Context: an optimization exercise on an open-source flow, tuned for small area, a short achievable clock period and few clock cycles. The choices shown serve that exercise and are no tape-out recipe.
Function was checked by simulation only, so behaviour that the tests miss may differ from the original.

### config.mk
export PLATFORM = sky130hd
export DESIGN_NAME = Milestone1
export DESIGN_NICKNAME = Milestone1
export VERILOG_FILES = /design/flow/design.v
export SDC_FILE = /design/flow/constraint.sdc
export NUM_CORES = 4
export LEC_CHECK = 0
export CAP_MARGIN = 20
export CORE_MARGIN = 2
export CORE_UTILIZATION = 40
export SLEW_MARGIN = 20
### constraint.sdc
create_clock -name core_clock -period 11.5 [get_ports {CLOCK_50}]
set_input_delay 2.3000 -clock core_clock [delete_from_list [all_inputs] [get_ports {CLOCK_50}]]
set_output_delay 2.3000 -clock core_clock [all_outputs]
set_load 0.01 [all_outputs]
### design.v
`timescale 1ns/100ps
`default_nettype none
module Milestone1(
		input logic CLOCK_50,                    
		input  logic		Resetn,						 
		input logic start,
		output logic finish,
		input logic [15:0] SRAM_read_data,
		output logic [17:0] SRAM_address,
		output logic [15:0] SRAM_write_data,
		output logic SRAM_we_n
);
typedef enum logic [5:0] {
	S_m1_IDLE,
	S_lead_in_1,
	S_lead_in_2,
	S_lead_in_3,
	S_lead_in_4,
	S_lead_in_5,
	S_lead_in_6,
	S_lead_in_7,
	S_lead_in_8,
	S_lead_in_9,
	S_lead_in_10,
	S_lead_in_11,
	S_lead_in_12,
	S_lead_in_13,
	S_lead_in_14,
	S_lead_in_15,
	S_lead_in_16,
	S_lead_in_17,
	S_lead_in_18,
	S_lead_in_19,
	S_lead_in_20,
	S_lead_in_21,
	S_lead_in_22,
	S_common_0,
	S_common_1,
	S_common_2,
	S_common_3,
	S_common_4,
	S_common_5,
	S_common_6,
	S_common_7,
	S_common_8,
	S_common_9,
	S_common_10,
	S_common_11,
	S_lead_out_common_0,
	S_lead_out_common_1,
	S_lead_out_common_2,
	S_lead_out_common_3,
	S_lead_out_common_4,
	S_lead_out_common_5,
	S_lead_out_0,
	S_lead_out_1,
	S_lead_out_2,
	S_lead_out_3,
	S_lead_out_4,
	S_lead_out_5,
	S_lead_out_6,
	S_lead_out_7,
	S_lead_out_8,
	S_lead_out_9
}m1_state_type;
m1_state_type state;
logic [7:0] sram_u_data [5:0];
logic [7:0] u0_buf;
logic [7:0] sram_v_data [5:0];
logic [15:0] u_buf;
logic [15:0] v_buf;
logic [32:0] y_even;
logic [32:0] y_odd;
logic [31:0] u_prime_odd;
logic [31:0] u_prime_even;
logic [31:0] v_prime_odd;
logic [31:0] v_prime_even;
logic [31:0] sum_u_prime;
logic [31:0] sum_v_prime;
logic [31:0] y_multi_buf_even; 
logic [31:0] y_multi_buf_odd; 
logic [31:0] multi_sum_even;
logic [31:0] multi_sum_odd;
logic [17:0] y_addr;
logic [17:0] u_addr;
logic [17:0] v_addr;
logic [17:0] RGB_addr;
logic [17:0] uv_stop_addr;
logic [17:0] y_addr_finish_row;
logic [17:0] y_addr_into_common_out;
logic [7:0] R_even;
logic [7:0] G_even;
logic [7:0] B_even;
logic [7:0] R_odd;
logic [7:0] G_odd;
logic [7:0] B_odd;
logic [7:0] R_odd_buf;
logic [31:0] op1,op2,op3,op4,op5,op6,op7,op8;
logic [31:0] m1,m2,m3,m4;
logic [7:0] R_even_data;
logic [7:0] G_even_data;
logic [7:0] B_even_data;
logic [7:0] R_odd_data;
logic [7:0] G_odd_data;
logic [7:0] B_odd_data;
assign m1=op1*op2;
assign m2=op3*op4;
assign m3=op5*op6;
assign m4=op7*op8;
assign R_even_data=(multi_sum_even[31]==1'b1)?8'd0:((|multi_sum_even[30:24])?8'd255:multi_sum_even[23:16]);
assign G_even_data=(multi_sum_even[31]==1'b1)?8'd0:((|multi_sum_even[30:24])?8'd255:multi_sum_even[23:16]);
assign B_even_data=(multi_sum_even[31]==1'b1)?8'd0:((|multi_sum_even[30:24])?8'd255:multi_sum_even[23:16]);
assign R_odd_data=(multi_sum_odd[31]==1'b1)?8'd0:((|multi_sum_odd[30:24])?8'd255:multi_sum_odd[23:16]);
assign G_odd_data=(multi_sum_odd[31]==1'b1)?8'd0:((|multi_sum_odd[30:24])?8'd255:multi_sum_odd[23:16]);
assign B_odd_data=(multi_sum_odd[31]==1'b1)?8'd0:((|multi_sum_odd[30:24])?8'd255:multi_sum_odd[23:16]);
always_ff @ (posedge CLOCK_50 or negedge Resetn) begin
	if (~Resetn) begin
		finish<=1'b0;
		SRAM_we_n <= 1'b1;  
		SRAM_write_data <= 16'd0;
		SRAM_address <= 18'd0;
		sram_u_data[0]<=8'd0;
		sram_u_data[1]<=8'd0;
		sram_u_data[2]<=8'd0;
		sram_u_data[3]<=8'd0;
		sram_u_data[4]<=8'd0;
		sram_u_data[5]<=8'd0;
		u0_buf<=8'd0;
		sram_v_data[0]<=8'd0;
		sram_v_data[1]<=8'd0;
		sram_v_data[2]<=8'd0;
		sram_v_data[3]<=8'd0;
		sram_v_data[4]<=8'd0;
		sram_v_data[5]<=8'd0;
		u_buf<=16'd0;
		v_buf<=16'd0;
		y_even<=32'd0;
		y_odd<=32'd0;
		u_prime_odd<=32'd0;
		u_prime_even<=32'd0;
		v_prime_odd<=32'd0;
		v_prime_even<=32'd0;
		sum_u_prime<=32'd0;
		sum_v_prime<=32'd0;
		y_multi_buf_even<=32'd0;
		y_multi_buf_odd<=32'd0;
		multi_sum_even<=32'd0;
		multi_sum_odd<=32'd0;
		y_addr<=18'd0;
		u_addr<=18'd38400;
		v_addr<=18'd57600;
		RGB_addr<=18'd146944;
		uv_stop_addr<=18'd79;  
		y_addr_finish_row<=18'd159;  
		y_addr_into_common_out<=18'd156;  
		R_even<=8'd0;
		G_even<=8'd0;
		B_even<=8'd0;
		R_odd<=8'd0;
		G_odd<=8'd0;
		B_odd<=8'd0;
		R_odd_buf<=8'd0;
		state<=S_m1_IDLE;
	end 
	else begin
	y_even[31:8] <= 24'd0;
	case (state)
		S_m1_IDLE: begin
			if (start==1'b1)begin
				SRAM_address<=u_addr;
				u_addr<=u_addr+18'd1;
				state<=S_lead_in_1;
			end
		end
		S_lead_in_1: begin
			SRAM_address<=v_addr;
			v_addr<=v_addr+18'd1;
			state<=S_lead_in_2;
		end
		S_lead_in_2: begin
			state<=S_lead_in_3;
		end
		S_lead_in_3: begin
			u_buf<=SRAM_read_data;
			sram_u_data[0]<= sram_u_data[1];
			sram_u_data[1]<= sram_u_data[2];
			sram_u_data[2]<= sram_u_data[3];
			sram_u_data[3]<= sram_u_data[4];
			sram_u_data[4]<= sram_u_data[5];
			sram_u_data[5]<= SRAM_read_data[15:8];
			state<=S_lead_in_4;
		end
		S_lead_in_4: begin
			v_buf<=SRAM_read_data;
			SRAM_address<=u_addr;
			u_addr<=u_addr+18'd1;
			sram_u_data[0]<= sram_u_data[1];
			sram_u_data[1]<= sram_u_data[2];
			sram_u_data[2]<= sram_u_data[3];
			sram_u_data[3]<= sram_u_data[4];
			sram_u_data[4]<= sram_u_data[5];
			sram_u_data[5]<= u_buf[15:8];
			sram_v_data[0]<= sram_v_data[1];
			sram_v_data[1]<= sram_v_data[2];
			sram_v_data[2]<= sram_v_data[3];
			sram_v_data[3]<= sram_v_data[4];
			sram_v_data[4]<= sram_v_data[5];
			sram_v_data[5]<= SRAM_read_data[15:8];
			state<=S_lead_in_5;
		end
		S_lead_in_5: begin
			SRAM_address<=v_addr;
			v_addr<=v_addr+18'd1;
			sram_u_data[0]<= sram_u_data[1];
			sram_u_data[1]<= sram_u_data[2];
			sram_u_data[2]<= sram_u_data[3];
			sram_u_data[3]<= sram_u_data[4];
			sram_u_data[4]<= sram_u_data[5];
			sram_u_data[5]<= u_buf[15:8];
			sram_v_data[0]<= sram_v_data[1];
			sram_v_data[1]<= sram_v_data[2];
			sram_v_data[2]<= sram_v_data[3];
			sram_v_data[3]<= sram_v_data[4];
			sram_v_data[4]<= sram_v_data[5];
			sram_v_data[5]<= v_buf[15:8];
			state<=S_lead_in_6;
		end
		S_lead_in_6: begin
			sram_u_data[0]<= sram_u_data[1];
			sram_u_data[1]<= sram_u_data[2];
			sram_u_data[2]<= sram_u_data[3];
			sram_u_data[3]<= sram_u_data[4];
			sram_u_data[4]<= sram_u_data[5];
			sram_u_data[5]<= u_buf[7:0];
			sram_v_data[0]<= sram_v_data[1];
			sram_v_data[1]<= sram_v_data[2];
			sram_v_data[2]<= sram_v_data[3];
			sram_v_data[3]<= sram_v_data[4];
			sram_v_data[4]<= sram_v_data[5];
			sram_v_data[5]<= v_buf[15:8];
			state<=S_lead_in_7;
		end
		S_lead_in_7: begin
			u_buf<=SRAM_read_data;
			sram_u_data[0]<= sram_u_data[1];
			sram_u_data[1]<= sram_u_data[2];
			sram_u_data[2]<= sram_u_data[3];
			sram_u_data[3]<= sram_u_data[4];
			sram_u_data[4]<= sram_u_data[5];
			sram_u_data[5]<= SRAM_read_data[15:8];
			sram_v_data[0]<= sram_v_data[1];
			sram_v_data[1]<= sram_v_data[2];
			sram_v_data[2]<= sram_v_data[3];
			sram_v_data[3]<= sram_v_data[4];
			sram_v_data[4]<= sram_v_data[5];
			sram_v_data[5]<= v_buf[7:0];
			state<=S_lead_in_8;
			end
		S_lead_in_8: begin
			v_buf<=SRAM_read_data;
			sram_u_data[0]<= sram_u_data[1];
			sram_u_data[1]<= sram_u_data[2];
			sram_u_data[2]<= sram_u_data[3];
			sram_u_data[3]<= sram_u_data[4];
			sram_u_data[4]<= sram_u_data[5];
			sram_u_data[5]<= u_buf[7:0];
			sram_v_data[0]<= sram_v_data[1];
			sram_v_data[1]<= sram_v_data[2];
			sram_v_data[2]<= sram_v_data[3];
			sram_v_data[3]<= sram_v_data[4];
			sram_v_data[4]<= sram_v_data[5];
			sram_v_data[5]<= SRAM_read_data[15:8];
			state<=S_lead_in_9;
		end
		S_lead_in_9: begin
			u0_buf<=sram_u_data[0];
			sram_v_data[0]<= sram_v_data[1];
			sram_v_data[1]<= sram_v_data[2];
			sram_v_data[2]<= sram_v_data[3];
			sram_v_data[3]<= sram_v_data[4];
			sram_v_data[4]<= sram_v_data[5];
			sram_v_data[5]<= v_buf[7:0];
			state<=S_lead_in_10;
		end
		S_lead_in_10: begin
			sum_u_prime<=m1;
			sum_v_prime<=m2;
			state<=S_lead_in_11;
		end
		S_lead_in_11:begin
			SRAM_address<=u_addr;
			sum_u_prime<=sum_u_prime-m1;
			sum_v_prime<=sum_v_prime-m2;
			state<=S_lead_in_12;
		end
		S_lead_in_12:begin
			SRAM_address<=v_addr;
			sum_u_prime<=sum_u_prime+m1;
			sum_v_prime<=sum_v_prime+m2;
			state<=S_lead_in_13;
		end
		S_lead_in_13:begin
			SRAM_address<=y_addr;
			y_addr<=y_addr+18'd1;
			sum_u_prime<=sum_u_prime+m1;
			sum_v_prime<=sum_v_prime+m2;
			state<=S_lead_in_14;
		end
		S_lead_in_14:begin
			sum_u_prime<=sum_u_prime-m1;
			sum_v_prime<=sum_v_prime-m2;
			sram_u_data[0]<= sram_u_data[1];
			sram_u_data[1]<= sram_u_data[2];
			sram_u_data[2]<= sram_u_data[3];
			sram_u_data[3]<= sram_u_data[4];
			sram_u_data[4]<= sram_u_data[5];
			sram_u_data[5]<= SRAM_read_data[15:8];
			state<=S_lead_in_15;
		end
		S_lead_in_15:begin
			u0_buf<=sram_u_data[0];
			sum_u_prime<=sum_u_prime+m1+32'd128;
			sum_v_prime<=sum_v_prime+m2+32'd128;
			sram_v_data[0]<= sram_v_data[1];
			sram_v_data[1]<= sram_v_data[2];
			sram_v_data[2]<= sram_v_data[3];
			sram_v_data[3]<= sram_v_data[4];
			sram_v_data[4]<= sram_v_data[5];
			sram_v_data[5]<= SRAM_read_data[15:8];
			state<=S_lead_in_16;
		end
		S_lead_in_16:begin
			y_even[7:0]<= SRAM_read_data[15:8];
			y_odd[7:0]<= SRAM_read_data[7:0];
			u_prime_odd<={{8{sum_u_prime[31]}},sum_u_prime[31:8]};  
			u_prime_even<={24'd0,sram_u_data[1]};
			v_prime_odd<={{8{sum_v_prime[31]}},sum_v_prime[31:8]};  
			v_prime_even<={24'd0,sram_v_data[1]};
			sum_u_prime<=m1;
			sum_v_prime<=m2;
			state<=S_lead_in_17;
		end
		S_lead_in_17:begin
			SRAM_address<=u_addr;
			u_addr<=u_addr+18'd1;
			sum_u_prime<=sum_u_prime-m1;
			sum_v_prime<=sum_v_prime-m2;
			y_multi_buf_even<=m3;
			y_multi_buf_odd<=m4;
			multi_sum_even<=m3;
			multi_sum_odd<=m4;
			state<=S_lead_in_18;
		end
		S_lead_in_18:begin
			SRAM_address<=v_addr;
			v_addr<=v_addr+18'd1;
			sum_u_prime<=sum_u_prime+m1;
			sum_v_prime<=sum_v_prime+m2;
			multi_sum_even<=multi_sum_even+m3;
			multi_sum_odd<=multi_sum_odd+m4;
			state<=S_lead_in_19;
		end
		S_lead_in_19:begin
			SRAM_address<=y_addr;
			y_addr<=y_addr+18'd1;
			sum_u_prime<=sum_u_prime+m1;
			sum_v_prime<=sum_v_prime+m2;
			multi_sum_even<=y_multi_buf_even-m3;
			multi_sum_odd<=y_multi_buf_odd-m4;
			R_even<=R_even_data;
			R_odd<=R_odd_data;
			state<=S_lead_in_20;
		end
		S_lead_in_20:begin
			sram_u_data[0]<= sram_u_data[1];
			sram_u_data[1]<= sram_u_data[2];
			sram_u_data[2]<= sram_u_data[3];
			sram_u_data[3]<= sram_u_data[4];
			sram_u_data[4]<= sram_u_data[5];
			sram_u_data[5]<= SRAM_read_data[7:0];
			sum_u_prime<=sum_u_prime-m1;
			sum_v_prime<=sum_v_prime-m2;
			multi_sum_even<=multi_sum_even-m3;
			multi_sum_odd<=multi_sum_odd-m4;
			R_odd_buf<=R_odd;
			state<=S_lead_in_21;
		end
		S_lead_in_21:begin
			sram_v_data[0]<= sram_v_data[1];
			sram_v_data[1]<= sram_v_data[2];
			sram_v_data[2]<= sram_v_data[3];
			sram_v_data[3]<= sram_v_data[4];
			sram_v_data[4]<= sram_v_data[5];
			sram_v_data[5]<= SRAM_read_data[7:0];
			sum_u_prime<=sum_u_prime+m1+32'd128;
			sum_v_prime<=sum_v_prime+m2+32'd128;
			u0_buf<=sram_u_data[0];
			multi_sum_even<=y_multi_buf_even+m3;
			multi_sum_odd<=y_multi_buf_odd+m4;
			G_even<=G_even_data;
			G_odd<=G_odd_data;
			state<=S_common_0;
		end
		S_common_0:begin
			y_even[7:0]<= SRAM_read_data[15:8];
			y_odd[7:0]<= SRAM_read_data[7:0];
			u_prime_odd<={{8{sum_u_prime[31]}},sum_u_prime[31:8]};  
			u_prime_even<={24'd0,sram_u_data[1]};
			v_prime_odd<={{8{sum_v_prime[31]}},sum_v_prime[31:8]};  
			v_prime_even<={24'd0,sram_v_data[1]};
			sum_u_prime<=m1;
			sum_v_prime<=m2;
			B_even<=B_even_data;
			B_odd<=B_odd_data;
			SRAM_we_n <= 1'b0;
			SRAM_address<=RGB_addr;
			RGB_addr<=RGB_addr+18'd1;
			SRAM_write_data <= {{R_even}, {G_even}};
			state<=S_common_1;
		end
		S_common_1:begin
			SRAM_address<=u_addr;
			SRAM_we_n <= 1'b1;
			sum_u_prime<=sum_u_prime-m1;
			sum_v_prime<=sum_v_prime-m2;
			y_multi_buf_even<=m3;
			y_multi_buf_odd<=m4;
			multi_sum_even<=m3;
			multi_sum_odd<=m4;
			state<=S_common_2;
		end
		S_common_2:begin
			SRAM_address<=v_addr;
			sum_u_prime<=sum_u_prime+m1;
			sum_v_prime<=sum_v_prime+m2;
			multi_sum_even<=multi_sum_even+m3;
			multi_sum_odd<=multi_sum_odd+m4;
			state<=S_common_3;
		end
		S_common_3:begin
			SRAM_address<=y_addr;
			y_addr<=y_addr+18'd1;
			sum_u_prime<=sum_u_prime+m1;
			sum_v_prime<=sum_v_prime+m2;
			multi_sum_even<=y_multi_buf_even-m3;
			multi_sum_odd<=y_multi_buf_odd-m4;
			R_even<=R_even_data;
			R_odd<=R_odd_data;
			state<=S_common_4;
		end
		S_common_4:begin
			sram_u_data[0]<= sram_u_data[1];
			sram_u_data[1]<= sram_u_data[2];
			sram_u_data[2]<= sram_u_data[3];
			sram_u_data[3]<= sram_u_data[4];
			sram_u_data[4]<= sram_u_data[5];
			sram_u_data[5]<= SRAM_read_data[15:8];
			sum_u_prime<=sum_u_prime-m1;
			sum_v_prime<=sum_v_prime-m2;
			multi_sum_even<=multi_sum_even-m3;
			multi_sum_odd<=multi_sum_odd-m4;
			R_odd_buf<=R_odd;
			SRAM_we_n <= 1'b0;
			SRAM_address<=RGB_addr;
			RGB_addr<=RGB_addr+18'd1;
			SRAM_write_data <= {{B_even}, {R_odd_buf}};
			state<=S_common_5;
		end
		S_common_5:begin
			sram_v_data[0]<= sram_v_data[1];
			sram_v_data[1]<= sram_v_data[2];
			sram_v_data[2]<= sram_v_data[3];
			sram_v_data[3]<= sram_v_data[4];
			sram_v_data[4]<= sram_v_data[5];
			sram_v_data[5]<= SRAM_read_data[15:8];
			sum_u_prime<=sum_u_prime+m1+32'd128;
			sum_v_prime<=sum_v_prime+m2+32'd128;
			u0_buf<=sram_u_data[0];
			multi_sum_even<=y_multi_buf_even+m3;
			multi_sum_odd<=y_multi_buf_odd+m4;
			G_even<=G_even_data;
			G_odd<=G_odd_data;
			SRAM_address<=RGB_addr;
			RGB_addr<=RGB_addr+18'd1;
			SRAM_address<=RGB_addr;
			RGB_addr<=RGB_addr+18'd1;
			SRAM_write_data <= {{G_odd}, {B_odd}};
			state<=S_common_6;
		end
		S_common_6:begin
			y_even[7:0]<= SRAM_read_data[15:8];
			y_odd[7:0]<= SRAM_read_data[7:0];
			u_prime_odd<={{8{sum_u_prime[31]}},sum_u_prime[31:8]};  
			u_prime_even<={24'd0,sram_u_data[1]};
			v_prime_odd<={{8{sum_v_prime[31]}},sum_v_prime[31:8]};  
			v_prime_even<={24'd0,sram_v_data[1]};
			sum_u_prime<=m1;
			sum_v_prime<=m2;		
			B_even<=B_even_data;
			B_odd<=B_odd_data;
			SRAM_address<=RGB_addr;
			RGB_addr<=RGB_addr+18'd1;
			SRAM_write_data <= {{R_even}, {G_even}};
			state<=S_common_7;
		end
		S_common_7:begin
			if (u_addr<uv_stop_addr+18'd38400)begin  
				SRAM_address<=u_addr;
				u_addr<=u_addr+18'd1;
			end
			else 
				SRAM_address<=u_addr;
			SRAM_we_n <= 1'b1;
			sum_u_prime<=sum_u_prime-m1;
			sum_v_prime<=sum_v_prime-m2;
			y_multi_buf_even<=m3;
			y_multi_buf_odd<=m4;
			multi_sum_even<=m3;
			multi_sum_odd<=m4;
			state<=S_common_8;
		end
		S_common_8:begin
			if (v_addr<uv_stop_addr+18'd57600)begin  
				SRAM_address<=v_addr;
				v_addr<=v_addr+18'd1;
			end
			else begin
				SRAM_address<=v_addr;
				uv_stop_addr<=uv_stop_addr+18'd80;
			end
			sum_u_prime<=sum_u_prime+m1;
			sum_v_prime<=sum_v_prime+m2;
			multi_sum_even<=multi_sum_even+m3;
			multi_sum_odd<=multi_sum_odd+m4;
			state<=S_common_9;
		end
		S_common_9:begin
			SRAM_address<=y_addr;
			y_addr<=y_addr+18'd1;
			sum_u_prime<=sum_u_prime+m1;
			sum_v_prime<=sum_v_prime+m2;
			multi_sum_even<=y_multi_buf_even-m3;
			multi_sum_odd<=y_multi_buf_odd-m4;
			R_even<=R_even_data;
			R_odd<=R_odd_data;
			state<=S_common_10;
		end
		S_common_10:begin
			sram_u_data[0]<= sram_u_data[1];
			sram_u_data[1]<= sram_u_data[2];
			sram_u_data[2]<= sram_u_data[3];
			sram_u_data[3]<= sram_u_data[4];
			sram_u_data[4]<= sram_u_data[5];
			sram_u_data[5]<= SRAM_read_data[7:0];
			sum_u_prime<=sum_u_prime-m1;
			sum_v_prime<=sum_v_prime-m2;
			multi_sum_even<=multi_sum_even-m3;
			multi_sum_odd<=multi_sum_odd-m4;
			R_odd_buf<=R_odd;
			SRAM_we_n <= 1'b0;
			SRAM_address<=RGB_addr;
			RGB_addr<=RGB_addr+18'd1;
			SRAM_write_data <= {{B_even}, {R_odd_buf}};
			state<=S_common_11;
		end
		S_common_11:begin
			sram_v_data[0]<= sram_v_data[1];
			sram_v_data[1]<= sram_v_data[2];
			sram_v_data[2]<= sram_v_data[3];
			sram_v_data[3]<= sram_v_data[4];
			sram_v_data[4]<= sram_v_data[5];
			sram_v_data[5]<= SRAM_read_data[7:0];
			sum_u_prime<=sum_u_prime+m1+32'd128;
			sum_v_prime<=sum_v_prime+m2+32'd128;
			u0_buf<=sram_u_data[0];
			multi_sum_even<=y_multi_buf_even+m3;
			multi_sum_odd<=y_multi_buf_odd+m4;
			G_even<=G_even_data;
			G_odd<=G_odd_data;
			SRAM_address<=RGB_addr;
			RGB_addr<=RGB_addr+18'd1;
			SRAM_write_data <= {{G_odd}, {B_odd}};
			if (y_addr<y_addr_into_common_out)   
				state<=S_common_0;
			else begin
				y_addr_into_common_out<=y_addr_into_common_out+18'd160;
				state<=S_lead_out_common_0;
			end
		end
		S_lead_out_common_0:begin
			y_even[7:0]<= SRAM_read_data[15:8];
			y_odd[7:0]<= SRAM_read_data[7:0];
			u_prime_odd<={{8{sum_u_prime[31]}},sum_u_prime[31:8]};  
			u_prime_even<={24'd0,sram_u_data[1]};
			v_prime_odd<={{8{sum_v_prime[31]}},sum_v_prime[31:8]};  
			v_prime_even<={24'd0,sram_v_data[1]};
			sum_u_prime<=m1;
			sum_v_prime<=m2;
			B_even<=B_even_data;
			B_odd<=B_odd_data;
			SRAM_address<=RGB_addr;
			RGB_addr<=RGB_addr+18'd1;
			SRAM_write_data <= {{R_even}, {G_even}};
			state<=S_lead_out_common_1;
		end
		S_lead_out_common_1:begin
			SRAM_address<=u_addr;
			SRAM_we_n <= 1'b1;
			sum_u_prime<=sum_u_prime-m1;
			sum_v_prime<=sum_v_prime-m2;
			y_multi_buf_even<=m3;
			y_multi_buf_odd<=m4;
			multi_sum_even<=m3;
			multi_sum_odd<=m4;
			state<=S_lead_out_common_2;
		end
		S_lead_out_common_2:begin
			SRAM_address<=v_addr;
			sum_u_prime<=sum_u_prime+m1;
			sum_v_prime<=sum_v_prime+m2;
			multi_sum_even<=multi_sum_even+m3;
			multi_sum_odd<=multi_sum_odd+m4;
			state<=S_lead_out_common_3;
		end
		S_lead_out_common_3:begin
			SRAM_address<=y_addr; 
			sum_u_prime<=sum_u_prime+m1;
			sum_v_prime<=sum_v_prime+m2;
			multi_sum_even<=y_multi_buf_even-m3;
			multi_sum_odd<=y_multi_buf_odd-m4;
			R_even<=R_even_data;
			R_odd<=R_odd_data;
			state<=S_lead_out_common_4;
		end
		S_lead_out_common_4:begin
			sram_u_data[0]<= sram_u_data[1];
			sram_u_data[1]<= sram_u_data[2];
			sram_u_data[2]<= sram_u_data[3];
			sram_u_data[3]<= sram_u_data[4];
			sram_u_data[4]<= sram_u_data[5];
			sram_u_data[5]<= SRAM_read_data[7:0];
			sum_u_prime<=sum_u_prime-m1;
			sum_v_prime<=sum_v_prime-m2;
			multi_sum_even<=multi_sum_even-m3;
			multi_sum_odd<=multi_sum_odd-m4;
			R_odd_buf<=R_odd;
			SRAM_we_n <= 1'b0;
			SRAM_address<=RGB_addr;
			RGB_addr<=RGB_addr+18'd1;
			SRAM_write_data <= {{B_even}, {R_odd_buf}};
			state<=S_lead_out_common_5;
		end
		S_lead_out_common_5:begin
			sram_v_data[0]<= sram_v_data[1];
			sram_v_data[1]<= sram_v_data[2];
			sram_v_data[2]<= sram_v_data[3];
			sram_v_data[3]<= sram_v_data[4];
			sram_v_data[4]<= sram_v_data[5];
			sram_v_data[5]<= SRAM_read_data[7:0];
			sum_u_prime<=sum_u_prime+m1+32'd128;
			sum_v_prime<=sum_v_prime+m2+32'd128;
			u0_buf<=sram_u_data[0];
			multi_sum_even<=y_multi_buf_even+m3;
			multi_sum_odd<=y_multi_buf_odd+m4;
			G_even<=G_even_data;
			G_odd<=G_odd_data;
			SRAM_address<=RGB_addr;
			RGB_addr<=RGB_addr+18'd1;
			SRAM_write_data <= {{G_odd}, {B_odd}};
			if (y_addr<y_addr_finish_row) begin
				y_addr<=y_addr+18'd1; 
				state<=S_lead_out_common_0;
			end
			else begin     
				state<=S_lead_out_0;
				y_addr_finish_row<=y_addr_finish_row+18'd160;
			end
		end
		S_lead_out_0:begin
			y_even[7:0]<= SRAM_read_data[15:8];
			y_odd[7:0]<= SRAM_read_data[7:0];
			u_prime_odd<={{8{sum_u_prime[31]}},sum_u_prime[31:8]};  
			u_prime_even<={24'd0,sram_u_data[1]};
			v_prime_odd<={{8{sum_v_prime[31]}},sum_v_prime[31:8]};  
			v_prime_even<={24'd0,sram_v_data[1]};
			B_even<=B_even_data;
			B_odd<=B_odd_data;
			SRAM_address<=RGB_addr;
			RGB_addr<=RGB_addr+18'd1;
			SRAM_write_data <= {{R_even}, {G_even}};
			state<=S_lead_out_1;
		end
		S_lead_out_1:begin
			y_multi_buf_even<=m3;
			y_multi_buf_odd<=m4;
			multi_sum_even<=m3;
			multi_sum_odd<=m4;
			SRAM_address<=RGB_addr;
			RGB_addr<=RGB_addr+18'd1;
			SRAM_write_data <= {{B_even}, {R_odd_buf}};
			state<=S_lead_out_2;
		end
		S_lead_out_2:begin
			multi_sum_even<=multi_sum_even+m3;
			multi_sum_odd<=multi_sum_odd+m4;
			SRAM_address<=RGB_addr;
			RGB_addr<=RGB_addr+18'd1;
			SRAM_write_data <= {{G_odd}, {B_odd}};
			state<=S_lead_out_3;
		end
		S_lead_out_3:begin
			SRAM_we_n <= 1'b1;
			multi_sum_even<=y_multi_buf_even-m3;
			multi_sum_odd<=y_multi_buf_odd-m4;
			R_even<=R_even_data;
			R_odd<=R_odd_data;
			state<=S_lead_out_4;
		end
		S_lead_out_4:begin
			multi_sum_even<=multi_sum_even-m3;
			multi_sum_odd<=multi_sum_odd-m4;
			R_odd_buf<=R_odd;
			state<=S_lead_out_5;
		end
		S_lead_out_5:begin
			multi_sum_even<=y_multi_buf_even+m3;
			multi_sum_odd<=y_multi_buf_odd+m4;
			G_even<=G_even_data;
			G_odd<=G_odd_data;
			state<=S_lead_out_6;
		end
		S_lead_out_6:begin
			B_even<=B_even_data;
			B_odd<=B_odd_data;
			SRAM_we_n <= 1'b0;
			SRAM_address<=RGB_addr;
			RGB_addr<=RGB_addr+18'd1;
			SRAM_write_data <= {{R_even}, {G_even}};
			state<=S_lead_out_7;
		end
		S_lead_out_7:begin
			SRAM_address<=RGB_addr;
			RGB_addr<=RGB_addr+18'd1;
			SRAM_write_data <= {{B_even}, {R_odd_buf}};
			state<=S_lead_out_8;
		end
		S_lead_out_8:begin
			SRAM_we_n <= 1'b0;
			SRAM_address<=RGB_addr;
			RGB_addr<=RGB_addr+18'd1;
			SRAM_write_data <= {{G_odd}, {B_odd}};
			state<=S_lead_out_9;
		end
		S_lead_out_9:begin
			SRAM_we_n <= 1'b1;
			if(y_addr < 18'd38399) begin
				u_addr<=u_addr+18'd1;
				v_addr<=v_addr+18'd1;
				y_addr<=y_addr+18'd1;
				state<=S_m1_IDLE;
			end
			else 
			finish<=1'b1;
		end
		default: state <= S_m1_IDLE;		
	endcase
	end
end
always_comb begin
	op1=32'd0;
	op2=32'd0;
	op3=32'd0;
	op4=32'd0;
	op5=32'd0;
	op6=32'd0;
	op7=32'd0;
	op8=32'd0;
	if (state==S_lead_in_10)begin
		op1={24'd0,sram_u_data[5]};
		op2=32'd21;
		op3={24'd0,sram_v_data[5]};
		op4=32'd21;
	end
	else if (state==S_lead_in_11) begin
		op1={24'd0,sram_u_data[4]};
		op2=32'd52;
		op3={24'd0,sram_v_data[4]};
		op4=32'd52;
	end
	else if (state==S_lead_in_12) begin
		op1={24'd0,sram_u_data[3]};
		op2=32'd159;
		op3={24'd0,sram_v_data[3]};
		op4=32'd159;
	end
	else if (state==S_lead_in_13) begin
		op1={24'd0,sram_u_data[2]};
		op2=32'd159;
		op3={24'd0,sram_v_data[2]};
		op4=32'd159;
	end
	else if (state==S_lead_in_14) begin
		op1={24'd0,sram_u_data[1]};
		op2=32'd52;
		op3={24'd0,sram_v_data[1]};
		op4=32'd52;
	end
	else if (state==S_lead_in_15) begin
		op1={24'd0,u0_buf};
		op2=32'd21;
		op3={24'd0,sram_v_data[0]};
		op4=32'd21;
	end
	else if ((state==S_lead_in_16) | (state==S_common_0) | (state==S_common_6)
				| (state==S_lead_out_common_0))begin
		op1={24'd0,sram_u_data[5]};
		op2=32'd21;
		op3={24'd0,sram_v_data[5]};
		op4=32'd21;
	end
	else if ((state==S_lead_in_17) | (state==S_common_1) | (state==S_common_7)
				| (state==S_lead_out_common_1))begin
		op1={24'd0,sram_u_data[4]};
		op2=32'd52;
		op3={24'd0,sram_v_data[4]};
		op4=32'd52;
		op5=y_even-32'd16;
		op6=32'd76284;
		op7=y_odd-32'd16;
		op8=32'd76284;
	end
	else if ((state==S_lead_in_18) | (state==S_common_2) | (state==S_common_8)
				| (state==S_lead_out_common_2))begin
		op1={24'd0,sram_u_data[3]};
		op2=32'd159;
		op3={24'd0,sram_v_data[3]};
		op4=32'd159;
		op5=v_prime_even-32'd128;
		op6=32'd104595;
		op7=v_prime_odd-32'd128;
		op8=32'd104595;
	end
	else if ((state==S_lead_in_19) | (state==S_common_3) | (state==S_common_9)
				| (state==S_lead_out_common_3))begin
		op1={24'd0,sram_u_data[2]};
		op2=32'd159;
		op3={24'd0,sram_v_data[2]};
		op4=32'd159;
		op5=u_prime_even-32'd128;
		op6=32'd25624;
		op7=u_prime_odd-32'd128;
		op8=32'd25624;
	end
	else if ((state==S_lead_in_20) | (state==S_common_4) | (state==S_common_10)
				| (state==S_lead_out_common_4))begin
		op1={24'd0,sram_u_data[1]};
		op2=32'd52;
		op3={24'd0,sram_v_data[1]};
		op4=32'd52;
		op5=v_prime_even-32'd128;
		op6=32'd53281;
		op7=v_prime_odd-32'd128;
		op8=32'd53281;
	end
	else if ((state==S_lead_in_21) | (state==S_common_5) | (state==S_common_11)
				| (state==S_lead_out_common_5))begin
		op1={24'd0,u0_buf};
		op2=32'd21;
		op3={24'd0,sram_v_data[0]};
		op4=32'd21;
		op5=u_prime_even-32'd128;
		op6=32'd132251;
		op7=u_prime_odd-32'd128;
		op8=32'd132251;
	end
	else if (state==S_lead_out_1)begin
		op5=y_even-32'd16;
		op6=32'd76284;
		op7=y_odd-32'd16;
		op8=32'd76284;
	end
	else if (state==S_lead_out_2)begin
		op5=v_prime_even-32'd128;
		op6=32'd104595;
		op7=v_prime_odd-32'd128;
		op8=32'd104595;
	end
	else if (state==S_lead_out_3)begin
		op5=u_prime_even-32'd128;
		op6=32'd25624;
		op7=u_prime_odd-32'd128;
		op8=32'd25624;
	end
	else if (state==S_lead_out_4)begin
		op5=v_prime_even-32'd128;
		op6=32'd53281;
		op7=v_prime_odd-32'd128;
		op8=32'd53281;
	end
	else if (state==S_lead_out_5)begin
		op5=u_prime_even-32'd128;
		op6=32'd132251;
		op7=u_prime_odd-32'd128;
		op8=32'd132251;
	end
end 
endmodule
### run.sh
#!/bin/bash
# synth_recipe.tcl (not shown) runs the flow's synth.tcl, then flattens the netlist and writes it again
# the make line also repeats each setting of config.mk as NAME=value (left out here)
make -C /OpenROAD-flow-scripts/flow DESIGN_CONFIG=/design/flow/config.mk WORK_HOME=/design/flow/orfs CLKGATE_MAP_FILE= SYNTH_SCRIPT=/design/flow/synth_recipe.tcl finish
==> run notes <==
cell usage after synthesis, drive strengths merged, types with 41 or more instances:
library cell,number
o22ai,65
o21ai,426
inv,996
nor3,144
a21oi,412
nor2b,64
fa,559
a31oi,51
o221ai,71
nor2,836
a222oi,56
xnor2,370
xor2,191
buf,79
nand2b,128
nand3,118
nand2,654
nand4,70
ha,513
or3,41
dfrtp,600
a21o,123
clkbuf,298
a221oi,46
and2,45
o21bai,59
and3,57
o21a,62
mux2,211
a22oi,60
worst paths after layout:
path                                       from                             end  cells past startpoint
hold reg to reg              finish$_DFFE_PN0P_              finish$_DFFE_PN0P_                      1
setup / recovery           state[0]$_DFFE_PN0P_  multi_sum_even[29]$_DFFE_PN0P_                     43
max in group asynchronous                Resetn     sum_v_prime[21]$_DFFE_PN0P_                      3
min in group asynchronous                Resetn  multi_sum_even[22]$_DFFE_PN0P_                      1
setup reg to reg           state[0]$_DFFE_PN0P_  multi_sum_even[29]$_DFFE_PN0P_                     43
hold / removal               finish$_DFFE_PN0P_              finish$_DFFE_PN0P_                      1
logic make-up after synthesis:
kind of cell	synth area share, %
AOI/OAI and AO/OA	17.1
xor gates and xnor gates	7.25
adders and majority gates	25.8
buffers and inverters	7.72
DFF	22.7
muxes	3.66
and+or+nand+nor	15.8
per-stage QoR:
stage	setup TNS (ns)	std cells	hold WS, ns
final	0	10300	0.463
after global routing	-0.117	10300	0.493
after CTS	0	10200	0.469
after detailed placement	0	10100	0.452
after global placement	0	10100	0.452
after floorplan	0	7927	0.437
metal layers:
metal | GRT usage, % | up-vias | share of wire, %
met5 | 0 | - | 0.012
met4 | 8.97 | 4 | 3.7
met3 | 2.93 | 400 | 6.0
met2 | 39.6 | 1907 | 45
met1 | 34.8 | 28600 | 45
li1 | - | 27000 | -
worst max-delay path, delay by kind of cell (launching register included):
kind | cells | cell delay, ns
adders and majority gates | 8 | 3.40
AOI/OAI and AO/OA | 10 | 2.32
and+or+nand+nor | 13 | 2.22
buffers and inverters | 9 | 1.57
xor gates and xnor gates | 3 | 0.73
DFF | 1 | 0.51
state kept, by name, summed over array words and instances (netlist names), 32 cells and up:
register,flops
multi_sum_even,32
multi_sum_odd,32
sram_u_data,48
sram_v_data,48
sum_u_prime,32
sum_v_prime,32
y_multi_buf_even,32
y_multi_buf_odd,32
cell type report:
cell class | count | area (um^2) | share of cell area [%]
Timing Repair Buffer | 337 | 2770 | 3.67
Tap cell | 2218 | 2780 | 3.68
Antenna cell | 1 | 2.50 | 0.00332
Multi-Input combinational cell | 5934 | 48000 | 63.6
Sequential cell | 618 | 15500 | 20.5
Inverter | 998 | 3750 | 4.96
Clock inverter | 35 | 519 | 0.688
Clock buffer | 110 | 2190 | 2.91
repair_timing:
item / CTS / global route
setup buffers: 0 / 5
setup endpoints to repair: 0 / 25
endpoints found under the hold margin: 0 / 0
gates resized for setup: 0 / 56
==> implementation parameters <==
Parameter                              Value

GRT
  Number of global-route vias before repair ... 58200
  Global-route wire length before repair ... between 300000 and 400000 um
  Pin count of the biggest net entering global routing ... 125
  GRT Resource Usage Total ... roughly a quarter
  Congestion Overflow GR ... 0
  Number of antenna violations at the first check in global routing ... 5

Clocking
  Clock sink count ... roughly 600
  Number of buffers on the longest clock path ... 3
  Number of hold-repair buffers added at the cts stage ... 0
  CTS tree ... yes
  Clock Pin Slew Worst Setup and Hold Paths ... roughly 0.060 ns
  Worst skew pair latency ... roughly 0.75 ns
  CTS buffer count ... 78
  Cell chosen for the clock root ... clkbuf_16
  Count of H-tree levels built during CTS ... 3

Detailed routing
  # DRC ... 0
  Drt total wl ... 217000 um
  DRT iter0 DRCs ... approximately 5800
  Routed len/inst ... approximately 21 um
  Number of nets with antenna violations after detailed routing ... 0
  Number of vias per cell after detailed routing ... roughly 5.6
  Pre-antenna DRT Iters ... 12
  Via count ... slightly below 60000

Setup path
  Crit Path Category ... register to register
  Setup slack, reg-to-reg ... a little over 0.5 ns
  Arrival time worst endpoint ... approximately 12 ns
  Category of the worst setup path capture point ... register
  WP data required ... ~12 ns
  Category of the worst setup path launch point ... register
  Biggest cell delay along the critical path ... between 0.6 and 0.7 ns
  CP max FO ... 39
  Critical Path Slowest Stage Cell ... buf_4

Yosys
  Leading cell types by total area after synthesis ... dfrtp_1 22%, fa_1 16%, ha_1 9.4%
  Fraction of synthesis flops using an asynchronous set or reset pin ... between 90% and 100%
  Yosys warning total ... 3
  Leading area contributor after synthesis ... dfrtp_1
  Synthesized instance count ... ~7900
  Most used flip-flop cell after synthesis ... dfrtp_1
  Mapped Nets ... 9018
  Post-synthesis cell type count ... around 120
  Mean instance size in the synthesized netlist ... 8.61 um^2
  Netlist area before placement ... roughly 70000 um^2
  Share of synthesized area occupied by flip-flops and latches ... a little under a quarter
  Area share of the largest cell type after synthesis ... 22.0%
  Register bit total from synthesis ... ~620
  Number of synthesized flops with an enable pin ... 0

STA
  Minimum clock period ... approximately 11 ns
  Number of pins with negative max-slew slack in the final report ... 0
  Final number of setup-violating endpoints ... 0
  RSZ-0062 raised after global routing ... true
  Number of failing hold endpoints at the final stage ... 0
  Worst Max-Slew Pin Slew ... about 1.0 ns
  Rel. slew slack ... between 30% and 40%
  Achievable frequency ... a little over 90 MHz
  Share of the clock period used by the worst path ... roughly 96%
  Worst setup slack after layout ... about 0.51 ns
  Worst Clk Skew ... between 0.08 and 0.09 ns

Floorplanning
  Starting utilization of the core area ... about two fifths
  Number of top-level design ports ... 55
  Standard-cell row count ... ~150
  Core region area ... 169000 um^2
  Die width ... approximately 420 um
  Y dimension of the die ... roughly 420 um
  Area enclosed by the die boundary ... 174000 um^2

Place
  Setup Slack @ Placement ... between 0.2 and 0.3 ns
  # port buffers ... 54
  Cell area reported after detailed placement ... between 70000 and 80000 um^2
  Detailed placer's ending HPWL ... between 150000 and 200000 um
  Placer Congestion ... 0.967

Finish
  Final core occ ... between 40% and 50%
  Area growth from synthesis to layout ... 10.5%
  Net count reported at finish ... roughly 9000
  Proportion of layout cells with a drive suffix above 1 ... approximately 9.9%
  Final Instance Area ... about 75000 um^2
  Top library cells by usage in the layout, fill and taps aside ... 994 x inv_1, 824 x nor2_1, 651 x nand2_1
  Most frequent standard cell in the layout excluding fill and tap cells ... inv_1
  Fill cell total of the finished layout ... about 17000

Min path
  Hold WC Path Type ... register to register

Outcome
  Run status ... no timing/DRC/antenna violations

Flow run
  Max-cap violations ... 0
Testbench counts, summed over its fixed seeds: cycles 940,800.

==> port drivers added, routing unchanged <==
How much do the figures lean on ideal ports? The routed layout below was timed once more, with nothing changed but the port constraints. Step 1: set_driving_cell puts a clkbuf_16 on CLOCK_50 and a buf_2 on each other input, an assumption about the parent block. Step 2 times the ports against the registers' clock, not the clock port: input delays grow and output delays shrink by t, the midpoint of the rising clock arrivals with the driver on. Slacks: ideal ports / drivers / drivers and shift; pairs: ideal ports / drivers.
t (ns): 0.787
setup WS [ns]: 0.513 / 0.513 / 0.513
latest minus earliest clock arrival (ns): 0.089 / 0.090
pins driven straight from the clock port: 1
After both steps this run still meets setup and hold. For this run, drivers alone change the setup slack by 0.000 ns; drivers and shift together by 0.000 ns.
